This is an optimization exercise on Yosys and OpenROAD, whose aim is small area, not a production implementation.
In this exercise RTL edits were held to simulation tests only and were not proved equivalent to the original.
The flow treats the clock pin as an ideal source, which a real chip does not have.
Power is estimated from default activity; no workload was simulated.

[config.mk]
export PLATFORM = sky130hd
export DESIGN_NAME = axi_stream_insert_header
export DESIGN_NICKNAME = axi_stream_insert_header
export VERILOG_FILES = /design/flow/design.v
export SDC_FILE = /design/flow/constraint.sdc
export NUM_CORES = 4
export LEC_CHECK = 0
export CAP_MARGIN = 0
export CORE_MARGIN = 2
export CORE_UTILIZATION = 40
export PLACE_DENSITY = 0.6
export SLEW_MARGIN = 0
export SYNTH_HIERARCHICAL = 1
export SYNTH_MINIMUM_KEEP_SIZE = 0
[constraint.sdc]
create_clock -name core_clock -period 5.5 [get_ports {clk}]
set_input_delay 1.1000 -clock core_clock [delete_from_list [all_inputs] [get_ports {clk}]]
set_output_delay 1.1000 -clock core_clock [all_outputs]
set_load 0.01 [all_outputs]
[design.v]
module axi_stream_insert_header #(
    parameter DATA_WD = 32,
    parameter DATA_BYTE_WD = DATA_WD / 8,
    parameter BYTE_CNT_WD = $clog2(DATA_BYTE_WD)
) (
    input clk,
    input rst_n,
    input valid_in,
    input [DATA_WD-1 : 0] data_in,
    input [DATA_BYTE_WD-1 : 0] keep_in,
    input last_in,
    output ready_in,
    output valid_out,
    output [DATA_WD-1 : 0] data_out,
    output [DATA_BYTE_WD-1 : 0] keep_out,
    output last_out,
    input ready_out,
    input valid_insert,
    input [DATA_WD-1 : 0] header_insert,
    input [DATA_BYTE_WD-1 : 0] keep_insert,
    input [BYTE_CNT_WD : 0] byte_insert_cnt,
    output ready_insert
);
reg  [1:0] st;
wire s_idle = ~st[1] & ~st[0];
wire s_hdr  = ~st[1] &  st[0];
wire s_io   =  st[1] &  st[0];
wire s_wait =  st[1] & ~st[0];
reg  [1:0] addr_in;
reg        v3;
reg  [31:0] mem0, mem1, mem2, mem3;
reg  [4:0] cnt_in;
reg  [4:0] cnt_out;
reg  [2:0] bict;
reg  [3:0] kit;
reg  [3:0] kl;
reg  [31:0] dreg;
reg  [3:0] kreg;
reg        lreg;
assign ready_in     = st[0];
assign ready_insert = s_idle;
assign valid_out    = s_io;
assign data_out     = dreg;
assign last_out     = lreg;
wire ain0 = (addr_in == 2'd0);
wire ain3 = (addr_in == 2'd3);
wire hacc = valid_insert & s_idle;
wire hs   = hacc & ain0;
wire we   = valid_in & st[0];
wire load = ready_out & (s_io | (s_hdr & ain3) | (s_wait & valid_in));
function incf;
    input [3:0] k;
    input [2:0] c;
    reg t1, t2, t3, t4;
begin
    t1 = k[0] | k[1] | k[2] | k[3];
    t2 = (k[0] & (k[1] | k[2] | k[3])) | (k[1] & (k[2] | k[3])) | (k[2] & k[3]);
    t3 = (k[0] & k[1] & (k[2] | k[3])) | (k[2] & k[3] & (k[0] | k[1]));
    t4 = k[0] & k[1] & k[2] & k[3];
    case (c)
        3'd0: incf = 1'b0;
        3'd1: incf = t4;
        3'd2: incf = t3;
        3'd3: incf = t2;
        3'd4: incf = t1;
        default: incf = 1'b1;
    endcase
end
endfunction
wire inc = incf(kl, bict);
wire [4:0] cnt_out_p1 = cnt_out + 5'd1;
wire match = inc ? (cnt_out == cnt_in) : (cnt_out_p1 == cnt_in);
wire last_nx = s_io & ready_out & match;
wire [2:0] s = byte_insert_cnt;
wire [4:0] sd = {s == 3'd4, s == 3'd3, s == 3'd2, s == 3'd1, s == 3'd0};
wire s_big = ~|sd;
wire inc_nx = (we & last_in) ? incf(keep_in, bict) : inc;
wire [7:0] kw;
assign kw[3:0] = kl & {4{~inc_nx}};
wire [3:0] kwin;
genvar b, i, k;
generate
    for (b = 0; b < 4; b = b + 1) begin : g_kw
        aoi_sel2 u_kh (.e({inc_nx, ~inc_nx}), .d({kl[b], kit[b]}), .y(kw[b+4]));
        aoi_sel5 u_kw (.e(sd), .d(kw[b+4:b]), .y(kwin[b]));
    end
endgenerate
assign keep_out = lreg ? kreg : {4{inc}};
wire [1:0] a = cnt_out[1:0];
wire sz = sd[0];
wire [2:0] q = {1'b0, a} + {2'b00, sz};
wire q0 = (q == 3'd0);
wire q1 = (q == 3'd1);
wire q2 = (q == 3'd2);
wire q3 = (q == 3'd3);
wire vlo = ~s_big & (q0 | q1 | q2 | (q3 & v3));
wire vhi = ~s_big & (q0 | q1 | (q2 & v3));
wire [3:0] rs = {sd[1], sd[2], sd[3], sd[0] | sd[4]};
wire [31:0] wlo;
wire [23:0] whi;
wire [55:0] t = {wlo, whi};
wire [31:0] dnx;
wire we0 = we & ain0;
wire we1 = we & (addr_in == 2'd1);
wire we2 = we & (addr_in == 2'd2);
wire we3 = we & ain3;
wire [31:0] mem0_d, mem1_d, mem2_d, mem3_d;
generate
    for (b = 0; b < 32; b = b + 1) begin : g_bit
        aoi_sel4 u_lo (.e({q3, q2, q1, q0}), .d({mem3[b], mem2[b], mem1[b], mem0[b]}), .y(wlo[b]));
        aoi_sel3 u_w0 (.e({hs, we0, ~(hs | we0)}), .d({header_insert[b], data_in[b], mem0[b]}), .y(mem0_d[b]));
        aoi_sel2 u_w1 (.e({we1, ~we1}), .d({data_in[b], mem1[b]}), .y(mem1_d[b]));
        aoi_sel2 u_w2 (.e({we2, ~we2}), .d({data_in[b], mem2[b]}), .y(mem2_d[b]));
        aoi_sel2 u_w3 (.e({we3, ~we3}), .d({data_in[b], mem3[b]}), .y(mem3_d[b]));
    end
    for (b = 8; b < 32; b = b + 1) begin : g_hi
        aoi_sel3 u_hi (.e({~q0 & ~q1, q1, q0}), .d({mem3[b], mem2[b], mem1[b]}), .y(whi[b-8]));
    end
    for (i = 0; i < 4; i = i + 1) begin : g_out
        wire [3:0] e;
        for (k = 0; k < 4; k = k + 1) begin : g_sel
            assign e[k] = load & rs[k] & ((i + k < 4) ? vlo : vhi);
        end
        for (b = 0; b < 8; b = b + 1) begin : g_ob
            aoi_sel5 u_o (.e({~load, e}),
                          .d({dreg[31-8*i-b], t[55-8*(i+3)-b], t[55-8*(i+2)-b], t[55-8*(i+1)-b], t[55-8*i-b]}),
                          .y(dnx[31-8*i-b]));
        end
    end
endgenerate
always @(posedge clk or negedge rst_n) begin
    if (!rst_n) begin
        st <= 2'b00;
        addr_in <= 2'd0;
        v3 <= 1'b0;
    end else begin
        case (st)
            2'b00: st <= valid_insert ? 2'b01 : 2'b00;
            2'b01: st <= ain3 ? (ready_out ? 2'b11 : 2'b10) : 2'b01;
            2'b10: st <= (valid_in & ready_out) ? 2'b11 : 2'b10;
            default: st <= lreg ? 2'b00 : 2'b11;
        endcase
        if (hs | we)
            addr_in <= addr_in + 2'd1;
        if (we & ain3)
            v3 <= 1'b1;
    end
end
always @(posedge clk) begin
    mem0 <= mem0_d;
    mem1 <= mem1_d;
    mem2 <= mem2_d;
    mem3 <= mem3_d;
    if (hs)
        cnt_in <= 5'd0;
    else if (we)
        cnt_in <= cnt_in + 5'd1;
    if (hs)
        kl <= 4'd0;
    else if (we & last_in)
        kl <= keep_in;
    if (hacc) begin
        bict <= byte_insert_cnt;
        kit <= keep_insert;
    end
    cnt_out <= load ? cnt_out_p1 : 5'd0;
    lreg <= last_nx;
    dreg <= dnx;
    if (last_nx)
        kreg <= kwin;
end
endmodule
module aoi_sel2 (input [1:0] e, input [1:0] d, output y);
    assign y = |(e & d);
endmodule
module aoi_sel3 (input [2:0] e, input [2:0] d, output y);
    assign y = |(e & d);
endmodule
module aoi_sel4 (input [3:0] e, input [3:0] d, output y);
    assign y = |(e & d);
endmodule
module aoi_sel5 (input [4:0] e, input [4:0] d, output y);
    assign y = |(e & d);
endmodule
[flow/run.sh]
#!/bin/bash
# Standard ORFS layout (the standard.sh, standard synthesis) with:
#  - plain buf_1 cells as the port buffers,
#  - CTS with clkbuf_8 and no dummy loads,
#  - a power-recovery resize after CTS (downsizes cells that have slack).
set -uo pipefail
here=$(pwd)
export BUFFER_PORTS_ARGS="-buffer_cell sky130_fd_sc_hd__buf_1"
export CTS_ARGS="-sink_clustering_enable -repair_clock_nets -dont_use_dummy_load -buf_list sky130_fd_sc_hd__clkbuf_8"
export POST_CTS_TCL="$here/flow/post_cts.tcl"
bash standard.sh finish > flow.log 2>&1
[flow/post_cts.tcl]
# Downsize cells that have timing slack to spare, then re-legalize.
log_cmd repair_timing -recover_power 100 -verbose
log_cmd detailed_placement
check_placement -verbose
[standard.sh]
#!/bin/bash
# synth_recipe.tcl (not shown) runs the flow's synth.tcl, then flattens the netlist and writes it again
# the make line also repeats each setting of config.mk as NAME=value (left out here)
make -C /OpenROAD-flow-scripts/flow DESIGN_CONFIG=/design/flow/config.mk WORK_HOME=/design/flow/orfs CLKGATE_MAP_FILE= SYNTH_SCRIPT=/design/flow/synth_recipe.tcl "${@:-finish}"
==> out/summary.txt, run 1 <==
type of element launching the critical path: input pin
number of global-route vias before repair: 7,078
Pint: 0.00328 W
combinational share of power: 0.423
min cycle time layout: 4450 ps
Hold Crit Class: register to register
vias per cell: 6.24
die width: 145 um
CP required: 5840 ps
post-layout net count: 1,016
Post-Place Cells: 1,172
Sw Pwr: 0.00223 W
initial antenna violation count: 1
Starting Density: 0.409
Rel. slew slack: 0.116
area share of the largest cell type after synthesis: 0.439
CP endpoint kind: register
final hold violations: 0
leak pwr: 3.88 nW
Cells after Synth: 772
max cap viols: 0
Pre-Repair DR Iteration Count: 9
worst-margin pin slew: 1330 ps
Synth area leaders: dfxtp_1, a222oi_1, a22o_1
EDFF count, synth: 11
warnings from Yosys: 7
R2R Setup Slk: 1970 ps
critical path class: input pin to register
Synth area leader: dfxtp_1
IR drop worst, VDD: 0.000422 V
Placeable Area: 19,500 um^2
hold wc startpoint: dreg[22]$_DFF_P_
PD cells: 601 nW/um^2
Initial DRC Count: 1,043
Post-DP HPWL: 14.9 mm
I/O pin cnt: 121
Setup violations, final: 0
# rows: 51
status: complete, no violations
fmax: 0.225 GHz
diode count: 0
Routed wire per std cell: 21.2 um
global placer's final weighted congestion: 0.796
Synth Area per Inst: 10.3 um^2
Clk pwr share: 0.129
number of synthesized register bits: 191
port buffer count: 120
Synth cell types: 47
Congestion Overflow GR: 0
worst setup path start: byte_insert_cnt[1]
final critical-path share of the clock period: 0.810
Setup TNS: 0 ps
post-synthesis sequential area ratio: 0.496
Worst-Skew Late Latency: 480 ps
Final ANT Viol Nets: 0
GRT Overall Usage: 0.237
clock sinks: 191
final hold slack: 480 ps
Die Ht: 145 um
Vias: 7,430
share of cells above drive strength 1: 0.0573
Final Cell Area: 9160 um^2
Cell Count, Final, Fillers Out: 1,190
ys async rst share: 0.0262
placed cell area: 8940 um^2
main flop type after synthesis: dfxtp_1
CTS tree: yes
final WL: 25.2 mm
reg2reg start: cnt_out[0]$_SDFF_PN0_
largest net degree at the start of global routing: 57
Reg power frac: 0.448
crit path max fanout: 56
first-pass GRT wire length: 39.9 mm
Worst-path clk slew: 80 ps
die area: 21,100 um^2
switching part of the total power: 0.405
Layout area overhead: 14.8%
Residual DRC: 0
Clock Skew: 25.8 ps
Synthesized Nets: 861
RSZ-0062 raised after global routing: no
Max Transition Viols Final: 0
final core utilization: 0.469
Worst EP arrival: 4790 ps
Cell Area, Synth: 7980 um^2
==> path summary, 6_finish.rpt <==
path	end	depth (start not counted)
max	dreg[18]$_DFF_P_	11
min	dreg[22]$_DFF_P_	2
max reg2reg	dreg[18]$_DFF_P_	9
min reg2reg	dreg[22]$_DFF_P_	2
max in group asynchronous	addr_in[1]$_DFFE_PN0P_	1
min in group asynchronous	v3$_DFFE_PN0P_	1
==> modules after synthesis, one instance, submodules excluded <==
module | area, um^2 | times used
aoi_sel3 | 13.8 | 56
aoi_sel2 | 8.76 | 100
axi_stream_insert_header | 4970 | 1
aoi_sel4 | 18.8 | 32
aoi_sel5 | 21.3 | 36
==> per-layer routing <==
metal	vias up	global-route usage	wire, um
met5	-	0	13
met4	2	0.0686	391
met3	32	0.0403	1920
met2	344	0.375	11700
met1	3617	0.334	11200
li1	3435	-	-
==> power by group through the flow <==
stage / sequential (W) / combinational [W] / clock [W]
finish: 0.00247 / 0.00233 / 0.000711
global route: 0.00254 / 0.00259 / 0.000778
detailed placement: 0.00248 / 0.00232 / 0
global placement: 0.00249 / 0.00229 / 0
floorplan: 0.00237 / 0.00167 / 0
==> worst max-delay path: stages <==
cell and delay, ps:
clkbuf_1 160, nor3_1 520, ha_1 260, ha_1 230, or2_2 680, nor2_4 10
clkbuf_2 740, a222oi_1 570, inv_1 120, a222oi_1 320, nand2_1 80
==> state kept, by name, summed over array words and instances, names as in the netlist <==
signal   cells
st           2
v3           1
cnt_in       5
mem1        32
bict         3
mem3        32
cnt_out      5
kit          4
lreg         1
mem2        32
kl           4
kreg         4
dreg        32
addr_in      2
mem0        32
==> cells in the final DEF (no fill, tap or decap), types with 5 or more instances in the layout <==
cell type  count
dfxtp_1      175
buf_1        117
a22oi_1      100
a22o_1       100
nand2_1       93
a222oi_1      92
inv_1         66
clkbuf_8      17
nor2_1        16
buf_4         13
edfxtp_1      11
xor2_1         9
xnor2_1        8
ha_1           8
o21ai_0        7
a21oi_1        7
clkbuf_2       7
nand3_1        6
a21o_1         5
dfrtp_1        5
==> stage by stage <==
stage / power (W) / worst slack (ps)
after global routing: 0.00591 / 767
after floorplan: 0.00404 / 321
final: 0.00551 / 1050
after detailed placement: 0.00480 / 1210
after global placement: 0.00478 / 1290
==> cell type report <==
type / count / area [um^2]
inverter: 66 / 248
sequential: 191 / 3960
tap: 265 / 332
clock buffer: 17 / 234
timing repair buffer: 142 / 607
multi-input combinational: 509 / 3780
fill: 1955 / 10400
==> cells in the mapped netlist, types with 3 or more instances <==
cell and number:
a21oi_1 7, ha_1 8, dfrtp_1 5, edfxtp_1 11, xnor2_1 8, and3_1 5, dfxtp_1 175, inv_1 66
a222oi_1 92, nor3b_1 3, nand3_1 6, nor2_1 22, a22oi_1 100, a22o_1 100, and2_1 8, nor3_1 3
a21o_1 5, clkbuf_1 6, xor2_1 9, o21ai_0 7, nand2_1 93
==> cells by family (layout without fill, tap and decap cells) <==
group / count (synthesis) / after routing / synth area share
buffers and inverters: 72 / 225 / 0.0339
AO/OA/AOI/OAI: 321 / 321 / 0.344
AND/OR/NAND/NOR: 158 / 158 / 0.0889
flip-flops: 191 / 191 / 0.496
multiplexers: 2 / 2 / 0.00266
XOR/XNOR: 17 / 17 / 0.0187
adder cells (fa/ha/maj): 11 / 11 / 0.0165
==> run 2, diff against run 1 <==
--- a/flow/run.sh
+++ b/flow/run.sh
@@ -6,6 +6,6 @@
 set -uo pipefail
 here=$(pwd)
 export BUFFER_PORTS_ARGS="-buffer_cell sky130_fd_sc_hd__buf_1"
-export CTS_ARGS="-sink_clustering_enable -repair_clock_nets -dont_use_dummy_load -buf_list sky130_fd_sc_hd__clkbuf_8"
+export CTS_ARGS="-sink_clustering_enable -repair_clock_nets -dont_use_dummy_load -buf_list sky130_fd_sc_hd__clkbuf_8 -sink_clustering_size 24 -sink_clustering_max_diameter 100"
 export POST_CTS_TCL="$here/flow/post_cts.tcl"
 bash standard.sh finish > flow.log 2>&1
==> run 2 against run 1 <==
Still clean. Clock skew unchanged. Register-to-register slack about the same. Maximum frequency unchanged. Area after synthesis unchanged. Hold slack unchanged. Design area unchanged. Worst setup slack unchanged. Sequential power about the same. Routed wire length unchanged. Critical path depth unchanged. Critical path type unchanged. Largest cell class unchanged.
==> out/summary.txt, run 2 <==
max cap viols: 0 (unchanged)
share of cells above drive strength 1: 0.0573 (unchanged)
die area: 21,100 um^2 (unchanged)
Cells after Synth: 772 (unchanged)
clock sinks: 191 (unchanged)
Clock Skew: 25.8 ps (unchanged)
Worst-path clk slew: 80 ps (about the same)
CTS tree: yes (unchanged)
top cells by count, synth: dfxtp_1, a22o_1, a22oi_1 (unchanged)
main flop type after synthesis: dfxtp_1 (unchanged)
Setup TNS: 0 ps (unchanged)
Initial DRC Count: 1,043 (unchanged)
final setup margin: 1050 ps (unchanged)
worst-margin pin slew: 1330 ps (unchanged)
leak pwr: 3.88 nW (unchanged)
Rel. slew slack: 0.116 (unchanged)
area share of the largest cell type after synthesis: 0.439 (unchanged)
Synth area leaders: dfxtp_1, a222oi_1, a22o_1 (unchanged)
Post-DP HPWL: 14.9 mm (unchanged)
diode count: 0 (unchanged)
Placeable Area: 19,500 um^2 (unchanged)
Die Ht: 145 um (unchanged)
most frequent cell after synthesis: dfxtp_1 (unchanged)
vias per cell: 6.24 (unchanged)
Starting Density: 0.409 (unchanged)
Hold Crit Class: register to register (unchanged)
Synth Area per Inst: 10.3 um^2 (unchanged)
Worst EP arrival: 4790 ps (about the same)
port buffer count: 120 (unchanged)
most common cell after layout, fill and taps aside: dfxtp_1 (unchanged)
IR drop worst, VDD: 0.000422 V (unchanged)
initial antenna violation count: 1 (unchanged)
Worst-Skew Late Latency: 480 ps (about the same)
fmax: 0.225 GHz (unchanged)
sequential cell area: 3960 um^2 (unchanged)
die width: 145 um (unchanged)
Congestion Overflow GR: 0 (unchanged)
final critical-path share of the clock period: 0.810 (unchanged)
critical path class: input pin to register (unchanged)
ys async rst share: 0.0262 (unchanged)
# rows: 51 (unchanged)
final hold violations: 0 (unchanged)
post-synthesis sequential area ratio: 0.496 (unchanged)
warnings from Yosys: 7 (unchanged)
crit path max fanout: 56 (unchanged)
number of global-route vias before repair: 7,078 (unchanged)
Routed wire per std cell: 21.2 um (unchanged)
global placer's final weighted congestion: 0.796 (unchanged)
worst slack, placed: 1210 ps (unchanged)
Cell Area, Synth: 7980 um^2 (unchanged)
Multi-input gate area: 3780 um^2 (unchanged)
I/O pin cnt: 121 (unchanged)
Synth area leader: dfxtp_1 (unchanged)
CP required: 5840 ps (about the same)
final WL: 25.2 mm (unchanged)
min cycle time layout: 4450 ps (unchanged)
Synthesized Nets: 861 (unchanged)
Max Transition Viols Final: 0 (unchanged)
type of element launching the critical path: input pin (unchanged)
Final ANT Viol Nets: 0 (unchanged)
status: complete, no violations (unchanged)
RSZ-0062 raised after global routing: no (unchanged)
GRT Overall Usage: 0.237 (unchanged)
Setup violations, final: 0 (unchanged)
PD cells: 601 nW/um^2 (unchanged)
Layout area overhead: 14.8% (unchanged)
CP endpoint kind: register (unchanged)
number of synthesized register bits: 191 (unchanged)
Residual DRC: 0 (unchanged)
largest net degree at the start of global routing: 57 (unchanged)
most frequent cells in the layout: dfxtp_1, buf_1, a22oi_1, a22o_1, nand2_1 (unchanged)
Vias: 7,430 (unchanged)
Synth cell types: 47 (unchanged)
post-layout net count: 1,016 (unchanged)
first-pass GRT wire length: 39.9 mm (unchanged)
Pre-Repair DR Iteration Count: 9 (unchanged)
EDFF count, synth: 11 (unchanged)
Fillers: 1,955 (unchanged)
run 2: cell counts in the layout (fill, tap and decap cells not counted):
No cell type changed its count.
run 2: cell families (layout without fill, tap and decap cells):
group	count (synthesis)	after routing	share of synthesized area
flip-flops	191	191	0.496
XOR/XNOR	17	17	0.0187
AO/OA/AOI/OAI	321	321	0.344
adder cells (fa/ha/maj)	11	11	0.0165
multiplexers	2	2	0.00266
buffers and inverters	72	225	0.0339
AND/OR/NAND/NOR	158	158	0.0889
run 2: metal layers:
layer  wire length (um)  GRT usage  share of wire
met5                 13          0        0.00052
met4                391     0.0686          0.016
met3               1920     0.0403          0.076
met2              11700      0.375           0.46
met1              11200      0.334           0.44
run 2: critical path: stages:
cell      delay (ps)
clkbuf_1         160
nor3_1           520
ha_1             260
ha_1             230
or2_2            680
nor2_4            10
clkbuf_2         740
a222oi_1         570
inv_1            120
a222oi_1         320
nand2_1           80
run 2: final timing paths:
| path | startpoint | end | slack (ps) | cells past startpoint |
|---|---|---|---|---|
| worst min register to register | dreg[22]$_DFF_P_ | dreg[22]$_DFF_P_ | 480 | 2 |
| max in group asynchronous | rst_n | addr_in[1]$_DFFE_PN0P_ | 4770 | 1 |
| worst max-delay path | byte_insert_cnt[1] | dreg[18]$_DFF_P_ | 1050 | 11 |
| worst max register to register | cnt_out[0]$_SDFF_PN0_ | dreg[18]$_DFF_P_ | 1970 | 9 |
| worst min-delay path | dreg[22]$_DFF_P_ | dreg[22]$_DFF_P_ | 480 | 2 |
| min in group asynchronous | rst_n | v3$_DFFE_PN0P_ | 500 | 1 |
run 2: Yosys stat by module (local to each module, per instance):
module / times used / cells inside / flip-flops and latches / cell area (um^2)
axi_stream_insert_header: 1 / 356 / 191 / 4970
aoi_sel5: 36 / 3 / 0 / 21.3
aoi_sel4: 32 / 3 / 0 / 18.8
aoi_sel3: 56 / 2 / 0 / 13.8
aoi_sel2: 100 / 1 / 0 / 8.76
run 2: area by class of cell:
cell class | instances | area share
clock buffer | 17 | 0.0255
sequential | 191 | 0.432
multi-input combinational | 509 | 0.413
timing repair buffer | 142 | 0.0662
tap | 265 | 0.0362
inverter | 66 | 0.0270
run 2: power breakdown:
| group | switching [W] | internal [W] | leakage [nW] |
|---|---|---|---|
| Clock | 0.000437 | 0.000274 | 0.122 |
| Combinational | 0.00133 | 0.00100 | 2.14 |
| Sequential | 0.000463 | 0.00201 | 1.62 |
| Total | 0.00223 | 0.00328 | 3.88 |
run 2: through the flow:
step | cells | hold slack (ps) | utilization | area (um^2) | power, W
floorplan | 772 | 450 | - | 7980 | 0.00404
global placement | 1172 | 459 | 0.458 | 8940 | 0.00478
detailed placement | 1172 | 460 | 0.458 | 8940 | 0.00480
global route | 1190 | 501 | 0.469 | 9160 | 0.00591
finish | 1190 | 480 | 0.469 | 9160 | 0.00551
==> run 3, diff against run 2 <==
--- a/design.v
+++ b/design.v
@@ -26,10 +26,11 @@
 wire s_hdr  = ~st[1] &  st[0];
 wire s_io   =  st[1] &  st[0];
 wire s_wait =  st[1] & ~st[0];
-reg  [1:0] addr_in;
 reg        v3;
 reg  [31:0] mem0, mem1, mem2, mem3;
-reg  [4:0] cnt_in;
+reg  [1:0] cnt_lo;
+reg  [2:0] cnt_hi;
+wire [4:0] cnt_in = {cnt_hi, cnt_lo};
 reg  [4:0] cnt_out;
 reg  [2:0] bict;
 reg  [3:0] kit;
@@ -42,8 +43,10 @@
 assign valid_out    = s_io;
 assign data_out     = dreg;
 assign last_out     = lreg;
-wire ain0 = (addr_in == 2'd0);
-wire ain3 = (addr_in == 2'd3);
+wire ain0 = (cnt_lo == 2'd3);
+wire ain1 = (cnt_lo == 2'd0);
+wire ain2 = (cnt_lo == 2'd1);
+wire ain3 = (cnt_lo == 2'd2);
 wire hacc = valid_insert & s_idle;
 wire hs   = hacc & ain0;
 wire we   = valid_in & st[0];
@@ -101,8 +104,8 @@
 wire [55:0] t = {wlo, whi};
 wire [31:0] dnx;
 wire we0 = we & ain0;
-wire we1 = we & (addr_in == 2'd1);
-wire we2 = we & (addr_in == 2'd2);
+wire we1 = we & ain1;
+wire we2 = we & ain2;
 wire we3 = we & ain3;
 wire [31:0] mem0_d, mem1_d, mem2_d, mem3_d;
 generate
@@ -131,7 +134,7 @@
 always @(posedge clk or negedge rst_n) begin
     if (!rst_n) begin
         st <= 2'b00;
-        addr_in <= 2'd0;
+        cnt_lo <= 2'b11;
         v3 <= 1'b0;
     end else begin
         case (st)
@@ -140,8 +143,10 @@
             2'b10: st <= (valid_in & ready_out) ? 2'b11 : 2'b10;
             default: st <= lreg ? 2'b00 : 2'b11;
         endcase
-        if (hs | we)
-            addr_in <= addr_in + 2'd1;
+        if (hs)
+            cnt_lo <= 2'd0;
+        else if (we)
+            cnt_lo <= cnt_lo + 2'd1;
         if (we & ain3)
             v3 <= 1'b1;
     end
@@ -152,9 +157,9 @@
     mem2 <= mem2_d;
     mem3 <= mem3_d;
     if (hs)
-        cnt_in <= 5'd0;
-    else if (we)
-        cnt_in <= cnt_in + 5'd1;
+        cnt_hi <= 3'd0;
+    else if (we & (cnt_lo == 2'd3))
+        cnt_hi <= cnt_hi + 3'd1;
     if (hs)
         kl <= 4'd0;
     else if (we & last_in)
--- a/flow/run.sh
+++ b/flow/run.sh
@@ -6,6 +6,6 @@
 set -uo pipefail
 here=$(pwd)
 export BUFFER_PORTS_ARGS="-buffer_cell sky130_fd_sc_hd__buf_1"
-export CTS_ARGS="-sink_clustering_enable -repair_clock_nets -dont_use_dummy_load -buf_list sky130_fd_sc_hd__clkbuf_8 -sink_clustering_size 24 -sink_clustering_max_diameter 100"
+export CTS_ARGS="-sink_clustering_enable -repair_clock_nets -dont_use_dummy_load -buf_list \"sky130_fd_sc_hd__clkbuf_4 sky130_fd_sc_hd__clkbuf_8\""
 export POST_CTS_TCL="$here/flow/post_cts.tcl"
 bash standard.sh finish > flow.log 2>&1
==> run 3 against run 2 <==
First-iteration DRC count is 2.0% lower. Clock skew grew 18 ps. Cell count decreased by 1.3%. Critical path type unchanged. Critical endpoint is now dreg[21]$_DFF_P_.
==> out/summary.txt, run 3 <==
IR drop worst, VDD: 0.000254 V (was 0.000422 V)
CP endpoint kind: register (unchanged)
Synth Area per Inst: 10.5 um^2 (was 10.3 um^2)
Pre-Repair DR Iteration Count: 9 (unchanged)
worst-margin pin slew: 1250 ps (was 1330 ps)
Clock Skew: 43.7 ps (was 25.8 ps)
worst-case reg-to-reg path depth: 7 (was 9)
Synth area leader: dfxtp_1 (unchanged)
Die Ht: 145 um (about the same)
top cells by count, synth: dfxtp_1, a22o_1, a22oi_1 (unchanged)
final core utilization: 0.469 (about the same)
initial antenna violation count: 0 (was 1)
Post-DP HPWL: 15.1 mm (was 14.9 mm)
fmax: 0.249 GHz (was 0.225 GHz)
hold path cells: 2 (unchanged)
R2R Setup Slk: 1970 ps (about the same)
Synth cell types: 47 (unchanged)
number of synthesized register bits: 189 (was 191)
area share of the largest cell type after synthesis: 0.438 (was 0.439)
die area: 20,900 um^2 (was 21,100 um^2)
EDFF count, synth: 11 (unchanged)
Cell Count, Final, Fillers Out: 1,174 (was 1,190)
Cell Area, Synth: 7910 um^2 (was 7980 um^2)
Post-Place Cells: 1,156 (was 1,172)
crit path max fanout: 35 (was 56)
number of global-route vias before repair: 6,737 (was 7,078)
Layout area overhead: 15.0% (was 14.8%)
warnings from Yosys: 7 (unchanged)
CTS tree: yes (unchanged)
Rel. slew slack: 0.166 (was 0.116)
GRT Overall Usage: 0.239 (was 0.237)
Vias: 7,287 (was 7,430)
Max Transition Viols Final: 0 (unchanged)
Starting Density: 0.408 (was 0.409)
most common cell after layout, fill and taps aside: dfxtp_1 (unchanged)
Worst-path clk slew: 90 ps (was 80 ps)
first-pass GRT wire length: 38.0 mm (was 39.9 mm)
leak pwr: 3.86 nW (was 3.88 nW)
Placeable Area: 19,400 um^2 (was 19,500 um^2)
Critical Path Slowest Stage Cell: or2_2 (was clkbuf_2)
RSZ-0062 raised after global routing: no (unchanged)
max cap viols: 0 (unchanged)
hold wc startpoint: dreg[27]$_DFF_P_ (was dreg[22]$_DFF_P_)
Buf/Inv on CP: 3 (unchanged)
Synthesized Nets: 844 (was 861)
Routed wire per std cell: 21.2 um (about the same)
I/O pin cnt: 121 (unchanged)
clock sinks: 189 (was 191)
type of element launching the critical path: input pin (unchanged)
Worst-Skew Late Latency: 480 ps (about the same)
critical path cell sequence: clkbuf_1 -> nor3_1 -> ha_1 -> ha_1 -> or2_2 -> nor2_4 -> buf_12 -> a222oi_1 -> inv_1 -> a222oi_1 -> nand2_1 (was clkbuf_1 -> nor3_1 -> ha_1 -> ha_1 -> or2_2 -> nor2_4 -> clkbuf_2 -> a222oi_1 -> inv_1 -> a222oi_1 -> nand2_1)
# rows: 51 (unchanged)
reg2reg start: cnt_lo[0]$_DFFE_PN1P_ (was cnt_out[0]$_SDFF_PN0_)
most frequent cell after synthesis: dfxtp_1 (unchanged)
Crit Reg-Reg Endpoint: mem3[5]$_DFF_P_ (was dreg[18]$_DFF_P_)
final WL: 24.9 mm (was 25.2 mm)
Setup violations, final: 0 (unchanged)
die width: 145 um (about the same)
final hold violations: 0 (unchanged)
Final ANT Viol Nets: 0 (unchanged)
most frequent cells in the layout: dfxtp_1, buf_1, a22oi_1, a22o_1, a222oi_1 (was dfxtp_1, buf_1, a22oi_1, a22o_1, nand2_1)
main flop type after synthesis: dfxtp_1 (unchanged)
port buffer count: 120 (unchanged)
Worst EP arrival: 4350 ps (was 4790 ps)
min cycle time layout: 4010 ps (was 4450 ps)
status: complete, no violations (unchanged)
largest net degree at the start of global routing: 46 (was 57)
final critical-path share of the clock period: 0.730 (was 0.810)
PD cells: 613 nW/um^2 (was 601 nW/um^2)
Setup TNS: 0 ps (unchanged)
Hold Path End: dreg[27]$_DFF_P_ (was dreg[22]$_DFF_P_)
Largest delay share family, worst path: simple AND/OR/NAND/NOR gates (unchanged)
critical path class: input pin to register (unchanged)
Residual DRC: 0 (unchanged)
ys async rst share: 0.0265 (was 0.0262)
share of cells above drive strength 1: 0.0572 (was 0.0573)
vias per cell: 6.21 (was 6.24)
CP peak stage delay: 670 ps (was 740 ps)
diode count: 0 (unchanged)
Synth area leaders: dfxtp_1, a222oi_1, a22o_1 (unchanged)
post-synthesis sequential area ratio: 0.496 (about the same)
Cells after Synth: 755 (was 772)
Initial DRC Count: 1,022 (was 1,043)
global placer's final weighted congestion: 0.855 (was 0.796)
post-layout net count: 1,000 (was 1,016)
Hold Crit Class: register to register (unchanged)
CP required: 5840 ps (about the same)
Congestion Overflow GR: 0 (unchanged)
[run 3: final cells by class]
| class | count | area [um^2] |
|---|---|---|
| flip-flops and latches | 189 | 3920 |
| fillers | 1895 | 10300 |
| repair buffers | 142 | 631 |
| clock buffers | 17 | 234 |
| well taps | 265 | 332 |
| inverters | 67 | 251 |
| multi-input cells | 494 | 3720 |
[run 3: worst max path at each step]
| stage | startpoint | endpoint | depth (start not counted) |
|---|---|---|---|
| after global placement | byte_insert_cnt[1] | dreg[21]$_DFF_P_ | 11 |
| after floorplan | byte_insert_cnt[2] | dreg[0]$_DFF_P_ | 8 |
| final | byte_insert_cnt[1] | dreg[21]$_DFF_P_ | 11 |
| after detailed placement | byte_insert_cnt[1] | dreg[16]$_DFF_P_ | 11 |
| after global routing | byte_insert_cnt[1] | dreg[9]$_DFF_P_ | 11 |
[run 3: cell families after synthesis]
group	count (synthesis)	synth area share
AO/OA/AOI/OAI	317	0.345
flip-flops	189	0.496
AND/OR/NAND/NOR	146	0.0833
buffers and inverters	72	0.0361
XOR/XNOR	15	0.0166
adder cells (fa/ha/maj)	9	0.0139
multiplexers	7	0.00902
[run 3: where the power goes]
part | switching (W) | leakage, nW | internal, W
Clock | 0.000427 | 0.122 | 0.000274
Combinational | 0.00135 | 2.15 | 0.00103
Sequential | 0.000479 | 1.59 | 0.00202
Total | 0.00225 | 3.86 | 0.00332
[run 3: metal layers]
metal | track usage | vias to the layer above | wire (um)
met4 | 0.0623 | 0 | 309
met3 | 0.0550 | 18 | 2130
met5 | 0 | - | 0
met1 | 0.335 | 3557 | 11300
met2 | 0.371 | 327 | 11200
li1 | - | 3385 | -
[run 3: modules after synthesis, one instance, submodules excluded]
module,copies in the design,flip-flops and latches,cells inside
aoi_sel2,100,0,1
aoi_sel3,56,0,2
aoi_sel4,32,0,3
aoi_sel5,36,0,3
axi_stream_insert_header,1,189,339
[run 3: per-stage QoR]
step / total power (W) / instance area [um^2] / hold slack [ps] / setup slack [ps]
after global placement: 0.00485 / 8870 / 462 / 1200
after floorplan: 0.00405 / 7910 / 450 / 321
after global routing: 0.00598 / 9090 / 507 / 1260
after detailed placement: 0.00488 / 8870 / 462 / 1100
final: 0.00557 / 9090 / 477 / 1490
[run 3: tightest hold or removal path, delay by kind of cell (launching register included)]
| kind | cells | cell delay (ps) |
|---|---|---|
| and+or+nand+nor | 1 | 60 |
| DFF | 1 | 340 |
| AOI/OAI and AO/OA | 1 | 60 |
==> run 4, diff against run 3 <==
--- a/flow/run.sh
+++ b/flow/run.sh
@@ -6,6 +6,6 @@
 set -uo pipefail
 here=$(pwd)
 export BUFFER_PORTS_ARGS="-buffer_cell sky130_fd_sc_hd__buf_1"
-export CTS_ARGS="-sink_clustering_enable -repair_clock_nets -dont_use_dummy_load -buf_list \"sky130_fd_sc_hd__clkbuf_4 sky130_fd_sc_hd__clkbuf_8\""
+export CTS_ARGS="-sink_clustering_enable -repair_clock_nets -dont_use_dummy_load -buf_list sky130_fd_sc_hd__clkbuf_8"
 export POST_CTS_TCL="$here/flow/post_cts.tcl"
 bash standard.sh finish > flow.log 2>&1
==> run 4 against run 3 <==
Cell count stayed put. Critical path depth stayed put. Sequential cell count stayed put. Synthesized cell count did not move. First-iteration DRC count is the same. Clock power barely moved. Hold slack unchanged. Via count unchanged. Highest routed layer unchanged. Count of clock-buffer cells in the layout did not move. Global-route usage stayed put. Design area unchanged. Still clean on timing, DRC and antenna.
==> out/summary.txt, run 4 <==
final critical-path share of the clock period: 0.730 (unchanged)
Cell Area, Synth: 7910 um^2 (unchanged)
warnings from Yosys: 7 (unchanged)
Vias: 7,287 (unchanged)
Residual DRC: 0 (unchanged)
Synth Area in XOR/XNOR: 0.0166 (unchanged)
IR drop worst, VDD: 0.000254 V (unchanged)
number of synthesized register bits: 189 (unchanged)
crit path max fanout: 35 (unchanged)
Synthesized Nets: 844 (unchanged)
Worst EP arrival: 4350 ps (about the same)
worst-margin pin slew: 1250 ps (unchanged)
ys async rst share: 0.0265 (unchanged)
Initial DRC Count: 1,022 (unchanged)
# rows: 51 (unchanged)
min cycle time layout: 4010 ps (unchanged)
area share of the largest cell type after synthesis: 0.438 (unchanged)
EDFF count, synth: 11 (unchanged)
Placeable Area: 19,400 um^2 (unchanged)
global placer's final weighted congestion: 0.855 (unchanged)
Worst-path clk slew: 90 ps (about the same)
diode count: 0 (unchanged)
final hold slack: 477 ps (unchanged)
Synth cell types: 47 (unchanged)
final core utilization: 0.469 (unchanged)
Post-Synth Adder-Cell Area: 0.0139 (unchanged)
Final ANT Viol Nets: 0 (unchanged)
switching part of the total power: 0.404 (unchanged)
Met3 Routed Length: 2.13 mm (unchanged)
fmax: 0.249 GHz (unchanged)
first-pass GRT wire length: 38.0 mm (unchanged)
Cell Count, Final, Fillers Out: 1,174 (unchanged)
die area: 20,900 um^2 (unchanged)
Critical Path Slowest Stage Cell: or2_2 (unchanged)
most frequent cells in the layout: dfxtp_1, buf_1, a22oi_1, a22o_1, a222oi_1 (unchanged)
Synth area leader: dfxtp_1 (unchanged)
Synth Area per Inst: 10.5 um^2 (unchanged)
Rel. slew slack: 0.166 (unchanged)
Clk pwr share: 0.126 (about the same)
I/O pin cnt: 121 (unchanged)
met1 wire length: 11.3 mm (unchanged)
largest family of logic cells by synthesized area: compound AO/OA/AOI/OAI gates (unchanged)
Reg power frac: 0.447 (about the same)
CP peak stage delay: 670 ps (about the same)
top cells by count, synth: dfxtp_1, a22o_1, a22oi_1 (unchanged)
Clock Skew: 43.7 ps (unchanged)
mux share of post-synthesis cell area: 0.00902 (unchanged)
CP required: 5840 ps (about the same)
Setup violations, final: 0 (unchanged)
post-synthesis sequential area ratio: 0.496 (unchanged)
die width: 145 um (unchanged)
vias per cell: 6.21 (unchanged)
R2R Setup Slk: 1970 ps (about the same)
reg2reg start: cnt_lo[0]$_DFFE_PN1P_ (unchanged)
post-synthesis compound-gate area fraction: 0.345 (unchanged)
status: complete, no violations (unchanged)
Hold Crit Class: register to register (unchanged)
critical path cell sequence: clkbuf_1 -> nor3_1 -> ha_1 -> ha_1 -> or2_2 -> nor2_4 -> buf_12 -> a222oi_1 -> inv_1 -> a222oi_1 -> nand2_1 (unchanged)
CP endpoint kind: register (unchanged)
hold path cells: 2 (unchanged)
Max Transition Viols Final: 0 (unchanged)
initial antenna violation count: 0 (unchanged)
most common cell after layout, fill and taps aside: dfxtp_1 (unchanged)
share of cells above drive strength 1: 0.0572 (unchanged)
worst-case reg-to-reg path depth: 7 (unchanged)
Simple-Gate Fraction of Synth Area: 0.0833 (unchanged)
most frequent cell after synthesis: dfxtp_1 (unchanged)
Sw Pwr: 0.00225 W (unchanged)
Layout area overhead: 15.0% (unchanged)
Cells after Synth: 755 (unchanged)
Die Ht: 145 um (unchanged)
number of global-route vias before repair: 6,737 (unchanged)
RSZ-0062 raised after global routing: no (unchanged)
Starting Density: 0.408 (unchanged)
Congestion Overflow GR: 0 (unchanged)
GRT Overall Usage: 0.239 (unchanged)
hold wc startpoint: dreg[27]$_DFF_P_ (unchanged)
final hold violations: 0 (unchanged)
max cap viols: 0 (unchanged)
Pint: 0.00332 W (unchanged)
combinational share of power: 0.427 (about the same)
main flop type after synthesis: dfxtp_1 (unchanged)
Post-Place Cells: 1,156 (unchanged)
post-layout net count: 1,000 (unchanged)
Pre-Repair DR Iteration Count: 9 (unchanged)
Routed wire per std cell: 21.2 um (unchanged)
port buffer count: 120 (unchanged)
PD cells: 613 nW/um^2 (unchanged)
Post-DP HPWL: 15.1 mm (unchanged)
Setup TNS: 0 ps (unchanged)
final WL: 24.9 mm (unchanged)
leak pwr: 3.86 nW (unchanged)
clock sinks: 189 (unchanged)
critical path class: input pin to register (unchanged)
type of element launching the critical path: input pin (unchanged)
Crit Reg-Reg Endpoint: mem3[5]$_DFF_P_ (unchanged)
DR WL met2: 11.2 mm (unchanged)
Hold Path End: dreg[27]$_DFF_P_ (unchanged)
max layer used: met4 (unchanged)
Worst-Skew Late Latency: 480 ps (about the same)
CTS tree: yes (unchanged)
largest net degree at the start of global routing: 46 (unchanged)
Synth area leaders: dfxtp_1, a222oi_1, a22o_1 (unchanged)
-- run 4: cell counts after synthesis --
Identical to the previous run, type by type.
-- run 4: final cells by class --
class / instances / area (um^2)
Fill cell: 1895 / 10300
Timing Repair Buffer: 142 / 631
Multi-Input combinational cell: 494 / 3720
Inverter: 67 / 251
Sequential cell: 189 / 3920
Tap cell: 265 / 332
Clock buffer: 17 / 234
-- run 4: how the worst max path moves through the flow --
stage	from	end	slack, ps	depth (start not counted)
3_3_place_gp	byte_insert_cnt[1]	dreg[21]$_DFF_P_	1200	11
5_1_grt	byte_insert_cnt[1]	dreg[9]$_DFF_P_	1260	11
2_1_floorplan	byte_insert_cnt[2]	dreg[0]$_DFF_P_	320	8
3_5_place_dp	byte_insert_cnt[1]	dreg[16]$_DFF_P_	1100	11
6_report	byte_insert_cnt[1]	dreg[21]$_DFF_P_	1490	11
-- run 4: stage by stage --
step / setup slack (ps) / power (W) / instance area [um^2]
after floorplan: 321 / 0.00405 / 7910
after global placement: 1200 / 0.00485 / 8870
after detailed placement: 1100 / 0.00488 / 8870
after global routing: 1260 / 0.00598 / 9090
final: 1490 / 0.00557 / 9090
-- run 4: kinds of logic after synthesis --
kind of cell	Yosys count
xor gates and xnor gates	15
buffers and inverters	72
muxes	7
AOI/OAI and AO/OA	317
and+or+nand+nor	146
DFF	189
adders and majority gates	9
-- run 4: power groups by stage --
stage               clock, W  sequential [W]  combinational [W]
floorplan                  0         0.00241            0.00165
global placement           0         0.00252            0.00233
detailed placement         0         0.00251            0.00237
global route        0.000775         0.00256            0.00264
finish              0.000701         0.00249            0.00238
-- run 4: critical path, delay by kind of cell --
| family | cells | cell delay [ps] |
|---|---|---|
| buf+inv | 3 | 530 |
| fa+ha+maj | 2 | 480 |
| compound gates | 2 | 670 |
| simple gates | 4 | 1540 |
-- run 4: per-layer routing --
| layer | vias to the layer above | GRT usage |
|---|---|---|
| met1 | 3557 | 0.335 |
| met3 | 18 | 0.0550 |
| li1 | 3385 | - |
| met5 | - | 0 |
| met4 | 0 | 0.0623 |
| met2 | 327 | 0.371 |
-- run 4: modules after synthesis, one instance, submodules excluded --
module,cells inside,copies in the design
aoi_sel2,1,100
aoi_sel3,2,56
aoi_sel4,3,32
aoi_sel5,3,36
axi_stream_insert_header,339,1
==> run 5, diff against run 4 <==
--- a/config.mk
+++ b/config.mk
@@ -8,7 +8,8 @@
 export CAP_MARGIN = 0
 export CORE_MARGIN = 2
 export CORE_UTILIZATION = 40
-export PLACE_DENSITY = 0.6
+export GPL_ROUTABILITY_DRIVEN = 0
+export PLACE_DENSITY = 0.92
 export SLEW_MARGIN = 0
 export SYNTH_HIERARCHICAL = 1
 export SYNTH_MINIMUM_KEEP_SIZE = 0
==> run 5 against run 4 <==
Global-route usage is 0.11 points lower. Critical path type unchanged. Count of clock-buffer cells in the layout stayed put. Hold slack gained 1.7 ps. Die area is the same. Total power grew 0.55%. Still clean. Clock skew fell by 5.7 ps. Design area fell by 0.19%.
==> out/summary.txt, run 5 <==
status: complete, no violations (unchanged)
R2R Setup Slk: 1800 ps (was 1970 ps)
Synth area leader: dfxtp_1 (unchanged)
Worst-path clk slew: 90 ps (about the same)
fmax: 0.246 GHz (was 0.249 GHz)
sequential cell area: 3920 um^2 (unchanged)
Pre-Repair DR Iteration Count: 11 (was 9)
leak pwr: 3.85 nW (was 3.86 nW)
I/O pin cnt: 121 (unchanged)
die area: 20,900 um^2 (unchanged)
critical path class: input pin to register (unchanged)
Final ANT Viol Nets: 0 (unchanged)
Routed wire per std cell: 21.2 um (about the same)
Post-DP HPWL: 15.7 mm (was 15.1 mm)
Initial DRC Count: 1,408 (was 1,022)
PD cells: 618 nW/um^2 (was 613 nW/um^2)
crit path max fanout: 29 (was 35)
share of cells above drive strength 1: 0.0572 (unchanged)
die width: 145 um (unchanged)
Multi-input gate area: 3720 um^2 (about the same)
most frequent cells in the layout: dfxtp_1, buf_1, a22oi_1, a22o_1, a222oi_1 (unchanged)
vias per cell: 6.54 (was 6.21)
post-synthesis sequential area ratio: 0.496 (unchanged)
Fillers: 1,808 (was 1,895)
top cells by count, synth: dfxtp_1, a22o_1, a22oi_1 (unchanged)
Synth Area per Inst: 10.5 um^2 (unchanged)
type of element launching the critical path: input pin (unchanged)
most frequent cell after synthesis: dfxtp_1 (unchanged)
Setup TNS: 0 ps (unchanged)
number of global-route vias before repair: 7,250 (was 6,737)
Rel. slew slack: 0.0511 (was 0.166)
Hold Path End: dreg[30]$_DFF_P_ (was dreg[27]$_DFF_P_)
Hold Crit Class: register to register (unchanged)
Cells after Synth: 755 (unchanged)
main flop type after synthesis: dfxtp_1 (unchanged)
hold path cells: 2 (unchanged)
Setup violations, final: 0 (unchanged)
min cycle time layout: 4060 ps (was 4010 ps)
worst-case reg-to-reg path depth: 9 (was 7)
Congestion Overflow GR: 0 (unchanged)
CP endpoint kind: register (unchanged)
Synth cell types: 47 (unchanged)
Synthesized Nets: 844 (unchanged)
number of synthesized register bits: 189 (unchanged)
reg2reg start: cnt_lo[1]$_DFFE_PN1P_ (was cnt_lo[0]$_DFFE_PN1P_)
RSZ-0062 raised after global routing: no (unchanged)
final critical-path share of the clock period: 0.738 (was 0.730)
largest net degree at the start of global routing: 43 (was 46)
ys async rst share: 0.0265 (unchanged)
CP required: 5820 ps (was 5840 ps)
max cap viols: 0 (unchanged)
largest family of logic cells by synthesized area: compound AO/OA/AOI/OAI gates (unchanged)
Power, Total: 0.00560 W (was 0.00557 W)
final hold violations: 0 (unchanged)
first-pass GRT wire length: 38.4 mm (was 38.0 mm)
GRT Overall Usage: 0.237 (was 0.239)
most common cell after layout, fill and taps aside: dfxtp_1 (unchanged)
hold wc startpoint: dreg[30]$_DFF_P_ (was dreg[27]$_DFF_P_)
area share of the largest cell type after synthesis: 0.438 (unchanged)
Worst-Skew Late Latency: 480 ps (about the same)
final WL: 24.9 mm (about the same)
initial antenna violation count: 2 (was 0)
port buffer count: 120 (unchanged)
IR drop worst, VDD: 0.000332 V (was 0.000254 V)
post-synthesis compound-gate area fraction: 0.345 (unchanged)
Synth Area in XOR/XNOR: 0.0166 (unchanged)
Max Transition Viols Final: 0 (unchanged)
CTS tree: yes (unchanged)
Starting Density: 0.408 (unchanged)
EDFF count, synth: 11 (unchanged)
# rows: 51 (unchanged)
Worst EP arrival: 4380 ps (was 4350 ps)
Clock Skew: 37.9 ps (was 43.7 ps)
post-layout net count: 1,000 (unchanged)
Post-Synth Adder-Cell Area: 0.0139 (unchanged)
Crit Reg-Reg Endpoint: dreg[24]$_DFF_P_ (was mem3[5]$_DFF_P_)
Placeable Area: 19,400 um^2 (unchanged)
Cell Area, Synth: 7910 um^2 (unchanged)
worst-margin pin slew: 1420 ps (was 1250 ps)
warnings from Yosys: 7 (unchanged)
Synth area leaders: dfxtp_1, a222oi_1, a22o_1 (unchanged)
mux share of post-synthesis cell area: 0.00902 (unchanged)
clock sinks: 189 (unchanged)
Residual DRC: 0 (unchanged)
Vias: 7,689 (was 7,287)
Die Ht: 145 um (unchanged)
Layout area overhead: 14.8% (was 15.0%)
Simple-Gate Fraction of Synth Area: 0.0833 (unchanged)
==> run 5: critical path, cell delays in order <==
cell and delay (ps):
clkbuf_1 160, nor3_1 520, ha_1 260, ha_1 230, or2_2 640, nor2_4 300, buf_4 290, a222oi_1 330
inv_1 100, a222oi_1 330, nand2_1 100
==> run 5: metal layers <==
metal,global-route usage,vias up,share of wire
met2,0.370,573,0.45
met4,0.118,2,0.036
met1,0.303,3635,0.38
met3,0.0662,94,0.14
li1,-,3385,-
met5,0,-,0.00040
==> run 5: modules after synthesis (local to each module, per instance) <==
| module | flops+latches | times used |
|---|---|---|
| axi_stream_insert_header | 189 | 1 |
| aoi_sel5 | 0 | 36 |
| aoi_sel4 | 0 | 32 |
| aoi_sel3 | 0 | 56 |
| aoi_sel2 | 0 | 100 |
==> run 5: how the worst max path moves through the flow <==
| stage | from | to |
|---|---|---|
| after global routing | byte_insert_cnt[1] | dreg[23]$_DFF_P_ |
| after floorplan | byte_insert_cnt[2] | dreg[0]$_DFF_P_ |
| after detailed placement | byte_insert_cnt[1] | dreg[11]$_DFF_P_ |
| final | byte_insert_cnt[1] | dreg[12]$_DFF_P_ |
| after global placement | byte_insert_cnt[1] | dreg[18]$_DFF_P_ |
==> run 5: logic make-up (layout without fill, tap and decap cells) <==
logic type	count (synthesis)	in the layout
compound gates	317	317
xor+xnor	15	15
fa+ha+maj	9	9
buf+inv	72	226
flops	189	189
mux	7	7
other cells	0	1
simple gates	146	146
==> run 5: area by class of cell <==
class / instances / share of cell area
sequential: 189 / 0.432
inverter: 67 / 0.0277
clock buffer: 17 / 0.0258
antenna: 1 / 0.000276
timing repair buffer: 142 / 0.0670
multi-input combinational: 494 / 0.411
tap: 265 / 0.0365
==> run 5: power breakdown <==
part	switching, W	leakage, nW	internal, W	total (W)
Clock	0.000424	0.122	0.000273	0.000697
Sequential	0.000489	1.59	0.00202	0.00250
Combinational	0.00138	2.14	0.00102	0.00240
==> run 5: metrics by stage <==
step | setup slack, ps | instance area [um^2] | instances | util | hold slack [ps]
global placement | 1250 | 8840 | 1155 | 0.456 | 451
floorplan | 321 | 7910 | 755 | - | 450
detailed placement | 1030 | 8840 | 1155 | 0.456 | 458
global route | 1190 | 9070 | 1175 | 0.468 | 497
finish | 1440 | 9070 | 1175 | 0.468 | 479
==> run 6, diff against run 5 <==
--- a/config.mk
+++ b/config.mk
@@ -8,8 +8,7 @@
 export CAP_MARGIN = 0
 export CORE_MARGIN = 2
 export CORE_UTILIZATION = 40
-export GPL_ROUTABILITY_DRIVEN = 0
-export PLACE_DENSITY = 0.92
+export PLACE_DENSITY = 0.8
 export SLEW_MARGIN = 0
 export SYNTH_HIERARCHICAL = 1
 export SYNTH_MINIMUM_KEEP_SIZE = 0
==> run 6 against run 5 <==
Still clean. Synthesized cell count unchanged. Die area unchanged. Maximum frequency decreased by 9.0%. Area after synthesis is the same. Register-to-register slack got worse by 30 ps. Hold slack improved by 4.0 ps. Largest cell class unchanged. Largest power group unchanged.
==> out/summary.txt, run 6 <==
Routed wire per std cell: 20.7 um (was 21.2 um)
Synth area leaders: dfxtp_1, a222oi_1, a22o_1 (unchanged)
crit path max fanout: 56 (was 29)
Initial DRC Count: 1,221 (was 1,408)
initial antenna violation count: 2 (unchanged)
global placer's final weighted congestion: 0.825
final critical-path share of the clock period: 0.811 (was 0.738)
Residual DRC: 0 (unchanged)
main flop type after synthesis: dfxtp_1 (unchanged)
Max Transition Viols Final: 0 (unchanged)
Post-DP HPWL: 15.3 mm (was 15.7 mm)
reg2reg start: st[0]$_DFF_PN0_ (was cnt_lo[1]$_DFFE_PN1P_)
Final ANT Viol Nets: 0 (unchanged)
final WL: 24.3 mm (was 24.9 mm)
Synth cell types: 47 (unchanged)
Starting Density: 0.408 (unchanged)
EDFF count, synth: 11 (unchanged)
first-pass GRT wire length: 38.4 mm (about the same)
R2R Setup Slk: 1770 ps (was 1800 ps)
fmax: 0.224 GHz (was 0.246 GHz)
Synth area leader: dfxtp_1 (unchanged)
I/O pin cnt: 121 (unchanged)
largest net degree at the start of global routing: 57 (was 43)
Layout area overhead: 14.5% (was 14.8%)
IR drop worst, VDD: 0.000304 V (was 0.000332 V)
Rel. slew slack: 0.118 (was 0.0511)
die width: 145 um (unchanged)
CTS tree: yes (unchanged)
Pre-Repair DR Iteration Count: 8 (was 11)
die area: 20,900 um^2 (unchanged)
most frequent cells in the layout: dfxtp_1, buf_1, a22oi_1, a22o_1, a222oi_1 (unchanged)
# rows: 51 (unchanged)
hold path cells: 1 (was 2)
area share of the largest cell type after synthesis: 0.438 (unchanged)
most frequent cell after synthesis: dfxtp_1 (unchanged)
worst-margin pin slew: 1320 ps (was 1420 ps)
CP required: 5840 ps (was 5820 ps)
Crit Reg-Reg Endpoint: mem0[13]$_DFF_P_ (was dreg[24]$_DFF_P_)
Worst EP arrival: 4800 ps (was 4380 ps)
warnings from Yosys: 7 (unchanged)
GRT Overall Usage: 0.237 (about the same)
Clock Skew: 37.9 ps (about the same)
Die Ht: 145 um (unchanged)
Worst-path clk slew: 70 ps (was 90 ps)
Hold Crit Class: register to register (unchanged)
type of element launching the critical path: input pin (unchanged)
ys async rst share: 0.0265 (unchanged)
Setup violations, final: 0 (unchanged)
number of global-route vias before repair: 7,032 (was 7,250)
Cells after Synth: 755 (unchanged)
Synthesized Nets: 844 (unchanged)
vias per cell: 6.39 (was 6.54)
RSZ-0062 raised after global routing: no (unchanged)
share of cells above drive strength 1: 0.0507 (was 0.0572)
clock sinks: 189 (unchanged)
PD cells: 613 nW/um^2 (was 618 nW/um^2)
min cycle time layout: 4460 ps (was 4060 ps)
Setup TNS: 0 ps (unchanged)
worst-case reg-to-reg path depth: 8 (was 9)
leak pwr: 3.84 nW (was 3.85 nW)
Placeable Area: 19,400 um^2 (unchanged)
final hold violations: 0 (unchanged)
Congestion Overflow GR: 0 (unchanged)
max cap viols: 0 (unchanged)
Fillers: 1,854 (was 1,808)
top cells by count, synth: dfxtp_1, a22o_1, a22oi_1 (unchanged)
CP endpoint kind: register (unchanged)
critical path class: input pin to register (unchanged)
status: complete, no violations (unchanged)
Cell Area, Synth: 7910 um^2 (unchanged)
post-synthesis sequential area ratio: 0.496 (unchanged)
number of synthesized register bits: 189 (unchanged)
Vias: 7,503 (was 7,689)
hold wc startpoint: mem2[4]$_DFF_P_ (was dreg[30]$_DFF_P_)
Synth Area per Inst: 10.5 um^2 (unchanged)
post-layout net count: 998 (was 1,000)
final core utilization: 0.467 (was 0.468)
Hold Path End: mem2[4]$_DFF_P_ (was dreg[30]$_DFF_P_)
port buffer count: 120 (unchanged)
Worst-Skew Late Latency: 480 ps (about the same)
most common cell after layout, fill and taps aside: dfxtp_1 (unchanged)
[run 6: cell count changes in the layout (fill, tap and decap cells not counted), sizes merged]
cell and change:
buf -2, diode +1
[run 6: cells by family after synthesis]
group	Yosys count	share of synthesized area
flops	189	0.496
xor+xnor	15	0.0166
buf+inv	72	0.0361
simple gates	146	0.0833
compound gates	317	0.345
mux	7	0.00902
fa+ha+maj	9	0.0139
[run 6: layout make-up]
| class | count | area (um^2) | share of cell area |
|---|---|---|---|
| repair buffers | 140 | 583 | 0.0644 |
| inverters | 67 | 251 | 0.0278 |
| clock buffers | 17 | 234 | 0.0259 |
| multi-input cells | 494 | 3720 | 0.412 |
| well taps | 265 | 332 | 0.0366 |
| flip-flops and latches | 189 | 3920 | 0.433 |
| diodes | 2 | 5.00 | 0.000553 |
[run 6: worst max-delay path by stage]
stage	slack, ps	start	endpoint	cells past startpoint
after floorplan	320	byte_insert_cnt[2]	dreg[0]$_DFF_P_	8
final	1040	byte_insert_cnt[1]	dreg[18]$_DFF_P_	11
after global routing	830	byte_insert_cnt[1]	dreg[8]$_DFF_P_	11
after detailed placement	1120	byte_insert_cnt[1]	dreg[21]$_DFF_P_	11
after global placement	1320	byte_insert_cnt[1]	dreg[29]$_DFF_P_	11
[run 6: per-layer routing]
layer  global-route usage  part of all wire
met1                0.322              0.41
met2                0.370              0.46
met3               0.0556              0.12
met4               0.0792             0.019
met5                    0                 0
[run 6: per-module statistics from Yosys, one instance, submodules excluded]
module | copies in the design | flip-flops and latches | cells inside
aoi_sel3 | 56 | 0 | 2
axi_stream_insert_header | 1 | 189 | 339
aoi_sel5 | 36 | 0 | 3
aoi_sel2 | 100 | 0 | 1
aoi_sel4 | 32 | 0 | 3
[run 6: worst max-delay path: stages]
cell and delay (ps):
clkbuf_1 160, nor3_1 540, ha_1 260, ha_1 270
or2_2 650, nor2_4 20, clkbuf_2 650, a222oi_1 580
inv_1 140, a222oi_1 300, nand2_1 80
[run 6: per-stage QoR]
| step | worst slack [ps] | instances | hold WS [ps] | power [W] | instance area [um^2] |
|---|---|---|---|---|---|
| 3_3_place_gp | 1320 | 1154 | 462 | 0.00475 | 8830 |
| 6_report | 1040 | 1174 | 483 | 0.00555 | 9050 |
| 3_5_place_dp | 1120 | 1154 | 464 | 0.00483 | 8830 |
| 5_1_grt | 826 | 1173 | 502 | 0.00593 | 9050 |
| 2_1_floorplan | 321 | 755 | 450 | 0.00405 | 7910 |
[run 6: power breakdown]
part | leakage, nW | switching, W | internal, W
combinational | 2.12 | 0.00134 | 0.00101
sequential | 1.59 | 0.000494 | 0.00202
clock | 0.122 | 0.000426 | 0.000274
==> run 7, diff against run 6 <==
--- a/config.mk
+++ b/config.mk
@@ -8,7 +8,8 @@
 export CAP_MARGIN = 0
 export CORE_MARGIN = 2
 export CORE_UTILIZATION = 40
-export PLACE_DENSITY = 0.8
+export GPL_ROUTABILITY_DRIVEN = 0
+export PLACE_DENSITY = 0.7
 export SLEW_MARGIN = 0
 export SYNTH_HIERARCHICAL = 1
 export SYNTH_MINIMUM_KEEP_SIZE = 0
==> run 7 against run 6 <==
Cell count is the same. Clock power grew 0.6%. Maximum frequency grew 13%. Global-route usage shrank 0.29 points. Die area is the same. Routed wire length grew 1.1%.
==> out/summary.txt, run 7 <==
grt peak-use layer: met2 (unchanged)
Multi-input gate area: 3720 um^2 (about the same)
max cap viols: 0 (unchanged)
Residual DRC: 0 (unchanged)
largest net degree at the start of global routing: 57 (unchanged)
sequential cell area: 3920 um^2 (unchanged)
first-pass GRT wire length: 37.6 mm (was 38.4 mm)
main flop type after synthesis: dfxtp_1 (unchanged)
Worst EP arrival: 4270 ps (was 4800 ps)
Rel. slew slack: 0.0600 (was 0.118)
Worst-Skew Late Latency: 470 ps (was 480 ps)
ys async rst share: 0.0265 (unchanged)
IR drop worst, VDD: 0.000303 V (was 0.000304 V)
GR Util met1: 0.323 (was 0.322)
leak pwr: 3.86 nW (was 3.84 nW)
Post-DP HPWL: 15.2 mm (was 15.3 mm)
EDFF count, synth: 11 (unchanged)
Pre-Repair DR Iteration Count: 8 (unchanged)
number of global-route vias before repair: 6,813 (was 7,032)
critical path cell sequence: clkbuf_1 -> nor3_1 -> ha_1 -> ha_1 -> or2_2 -> nor2_4 -> buf_12 -> a222oi_1 -> inv_1 -> a222oi_1 -> nand2_1 (was clkbuf_1 -> nor3_1 -> ha_1 -> ha_1 -> or2_2 -> nor2_4 -> clkbuf_2 -> a222oi_1 -> inv_1 -> a222oi_1 -> nand2_1)
top cells by count, synth: dfxtp_1, a22o_1, a22oi_1 (unchanged)
PD cells: 613 nW/um^2 (about the same)
Synth cell types: 47 (unchanged)
CP required: 5840 ps (about the same)
final critical-path share of the clock period: 0.716 (was 0.811)
# rows: 51 (unchanged)
Synth area leader: dfxtp_1 (unchanged)
Routed wire per std cell: 20.9 um (was 20.7 um)
Cells after Synth: 755 (unchanged)
Congestion Overflow GR: 0 (unchanged)
Setup violations, final: 0 (unchanged)
RSZ-0062 raised after global routing: no (unchanged)
Cell Count, Final, Fillers Out: 1,174 (unchanged)
post-synthesis sequential area ratio: 0.496 (unchanged)
Placeable Area: 19,400 um^2 (unchanged)
diode count: 0 (was 2)
post-layout net count: 1,000 (was 998)
CP endpoint kind: register (unchanged)
Hold Crit Class: register to register (unchanged)
most frequent cells in the layout: dfxtp_1, buf_1, a22oi_1, a22o_1, a222oi_1 (unchanged)
Final ANT Viol Nets: 0 (unchanged)
die area: 20,900 um^2 (unchanged)
initial antenna violation count: 0 (was 2)
Synth area leaders: dfxtp_1, a222oi_1, a22o_1 (unchanged)
clock sinks: 189 (unchanged)
Setup TNS: 0 ps (unchanged)
met3 Use GR: 0.0444 (was 0.0556)
GRT Overall Usage: 0.234 (was 0.237)
port buffer count: 120 (unchanged)
most frequent cell after synthesis: dfxtp_1 (unchanged)
min cycle time layout: 3940 ps (was 4460 ps)
Clock Skew: 26.9 ps (was 37.9 ps)
CP peak stage delay: 670 ps (was 650 ps)
worst-margin pin slew: 1410 ps (was 1320 ps)
Synthesized Nets: 844 (unchanged)
number of synthesized register bits: 189 (unchanged)
Starting Density: 0.408 (unchanged)
CTS tree: yes (unchanged)
warnings from Yosys: 7 (unchanged)
final hold violations: 0 (unchanged)
Power, Total: 0.00557 W (was 0.00555 W)
Initial DRC Count: 1,105 (was 1,221)
die width: 145 um (unchanged)
I/O pin cnt: 121 (unchanged)
Synth Area per Inst: 10.5 um^2 (unchanged)
fmax: 0.254 GHz (was 0.224 GHz)
status: complete, no violations (unchanged)
crit path max fanout: 27 (was 56)
Worst-path clk slew: 70 ps (about the same)
vias per cell: 6.24 (was 6.39)
Fillers: 1,900 (was 1,854)
critical path class: input pin to register (unchanged)
final WL: 24.5 mm (was 24.3 mm)
Critical Path Slowest Stage Cell: or2_2 (unchanged)
Max Transition Viols Final: 0 (unchanged)
area share of the largest cell type after synthesis: 0.438 (unchanged)
Vias: 7,331 (was 7,503)
Post-Place Cells: 1,156 (was 1,154)
type of element launching the critical path: input pin (unchanged)
Cell Area, Synth: 7910 um^2 (unchanged)
met2 Track Usage GR: 0.372 (was 0.370)
share of cells above drive strength 1: 0.0539 (was 0.0507)
Die Ht: 145 um (unchanged)
Layout area overhead: 14.9% (was 14.5%)
most common cell after layout, fill and taps aside: dfxtp_1 (unchanged)
-- run 7: cell counts after synthesis --
No cell type changed its count.
-- run 7: cell families after synthesis --
logic type | after synthesis | synth area share
xor+xnor | 15 | 0.0166
flops | 189 | 0.496
buf+inv | 72 | 0.0361
simple gates | 146 | 0.0833
compound gates | 317 | 0.345
mux | 7 | 0.00902
fa+ha+maj | 9 | 0.0139
-- run 7: area by class of cell --
| cell class | instances | share of cell area |
|---|---|---|
| flip-flops and latches | 189 | 0.432 |
| multi-input cells | 494 | 0.410 |
| repair buffers | 142 | 0.0685 |
| well taps | 265 | 0.0365 |
| inverters | 67 | 0.0277 |
| clock buffers | 17 | 0.0258 |
-- run 7: routing by layer --
layer	up-vias	routed length, um
met2	353	11200
met1	3558	10800
met5	-	0
met4	0	475
met3	30	2100
li1	3390	-
-- run 7: metrics by stage --
stage          area (um^2)  setup slack, ps  hold WS, ps  utilization
2_1_floorplan         7910              321          450            -
3_3_place_gp          8860             1260          452        0.457
3_5_place_dp          8860             1120          461        0.457
5_1_grt               9080             1270          489        0.468
6_report              9080             1560          480        0.468
-- run 7: final timing paths --
kind / cells after the start / slack (ps) / end / startpoint
max: 11 / 1560 / dreg[21]$_DFF_P_ / byte_insert_cnt[1]
max in group asynchronous: 1 / 4710 / cnt_lo[1]$_DFFE_PN1P_ / rst_n
min reg2reg: 1 / 480 / mem2[3]$_DFF_P_ / mem2[3]$_DFF_P_
max reg2reg: 11 / 1950 / dreg[13]$_DFF_P_ / cnt_lo[0]$_DFFE_PN1P_
min in group asynchronous: 1 / 510 / st[0]$_DFF_PN0_ / rst_n
min: 1 / 480 / mem2[3]$_DFF_P_ / mem2[3]$_DFF_P_
-- run 7: power breakdown --
part | leakage (nW) | switching (W) | internal, W
clock network | 0.122 | 0.000430 | 0.000274
registers | 1.59 | 0.000466 | 0.00202
logic | 2.14 | 0.00136 | 0.00102
total | 3.86 | 0.00225 | 0.00331
-- run 7: critical path, delay by kind of cell --
family | cells | cell delay [ps]
AND/OR/NAND/NOR | 4 | 1470
AO/OA/AOI/OAI | 2 | 640
buffers and inverters | 3 | 540
adder cells (fa/ha/maj) | 2 | 510
-- run 7: modules after synthesis (local to each module, per instance) --
module                    cells inside  flops+latches  times used  area (um^2)
aoi_sel4                             3              0          32         18.8
axi_stream_insert_header           339            189           1         4890
aoi_sel3                             2              0          56         13.8
aoi_sel2                             1              0         100         8.76
aoi_sel5                             3              0          36         21.3

-- port drivers added, routing unchanged --
The flow's constraints put no driver on any port. The routed layouts listed below were extracted and timed again, unchanged, in two steps. Step 1 (the two cells are an assumption about what drives the block):
set clk [get_ports {clk}]
set_driving_cell -lib_cell sky130_fd_sc_hd__clkbuf_16 $clk
set_driving_cell -lib_cell sky130_fd_sc_hd__buf_2 [delete_from_list [all_inputs] $clk]
Step 2 times the ports against the registers' clock, not the clock port: input delays grow and output delays shrink by t, the midpoint of the rising clock arrivals with the driver on. a / b / c = no drivers / after step 1 / after step 2; a / b = the first two.
run | shift t [ns] | slack for setup (ns) | clock arrival spread, ns | worst slew at a driven data input, ns
run 1 | 0.499 | 1.047 / 1.059 / 0.560 | 0.033 / 0.033 | 0.06
run 2 | 0.499 | 1.047 / 1.059 / 0.560 | 0.033 / 0.033 | 0.06
run 3 | 0.494 | 1.486 / 1.509 / 1.016 | 0.053 / 0.053 | 0.06
run 4 | 0.494 | 1.486 / 1.509 / 1.016 | 0.053 / 0.053 | 0.06
run 5 | 0.503 | 1.441 / 1.457 / 0.954 | 0.038 / 0.038 | 0.08
run 6 | 0.500 | 1.038 / 1.053 / 0.553 | 0.038 / 0.038 | 0.08
run 7 | 0.491 | 1.564 / 1.574 / 1.083 | 0.039 / 0.038 | 0.05
After both steps setup and hold are still met in every run listed.
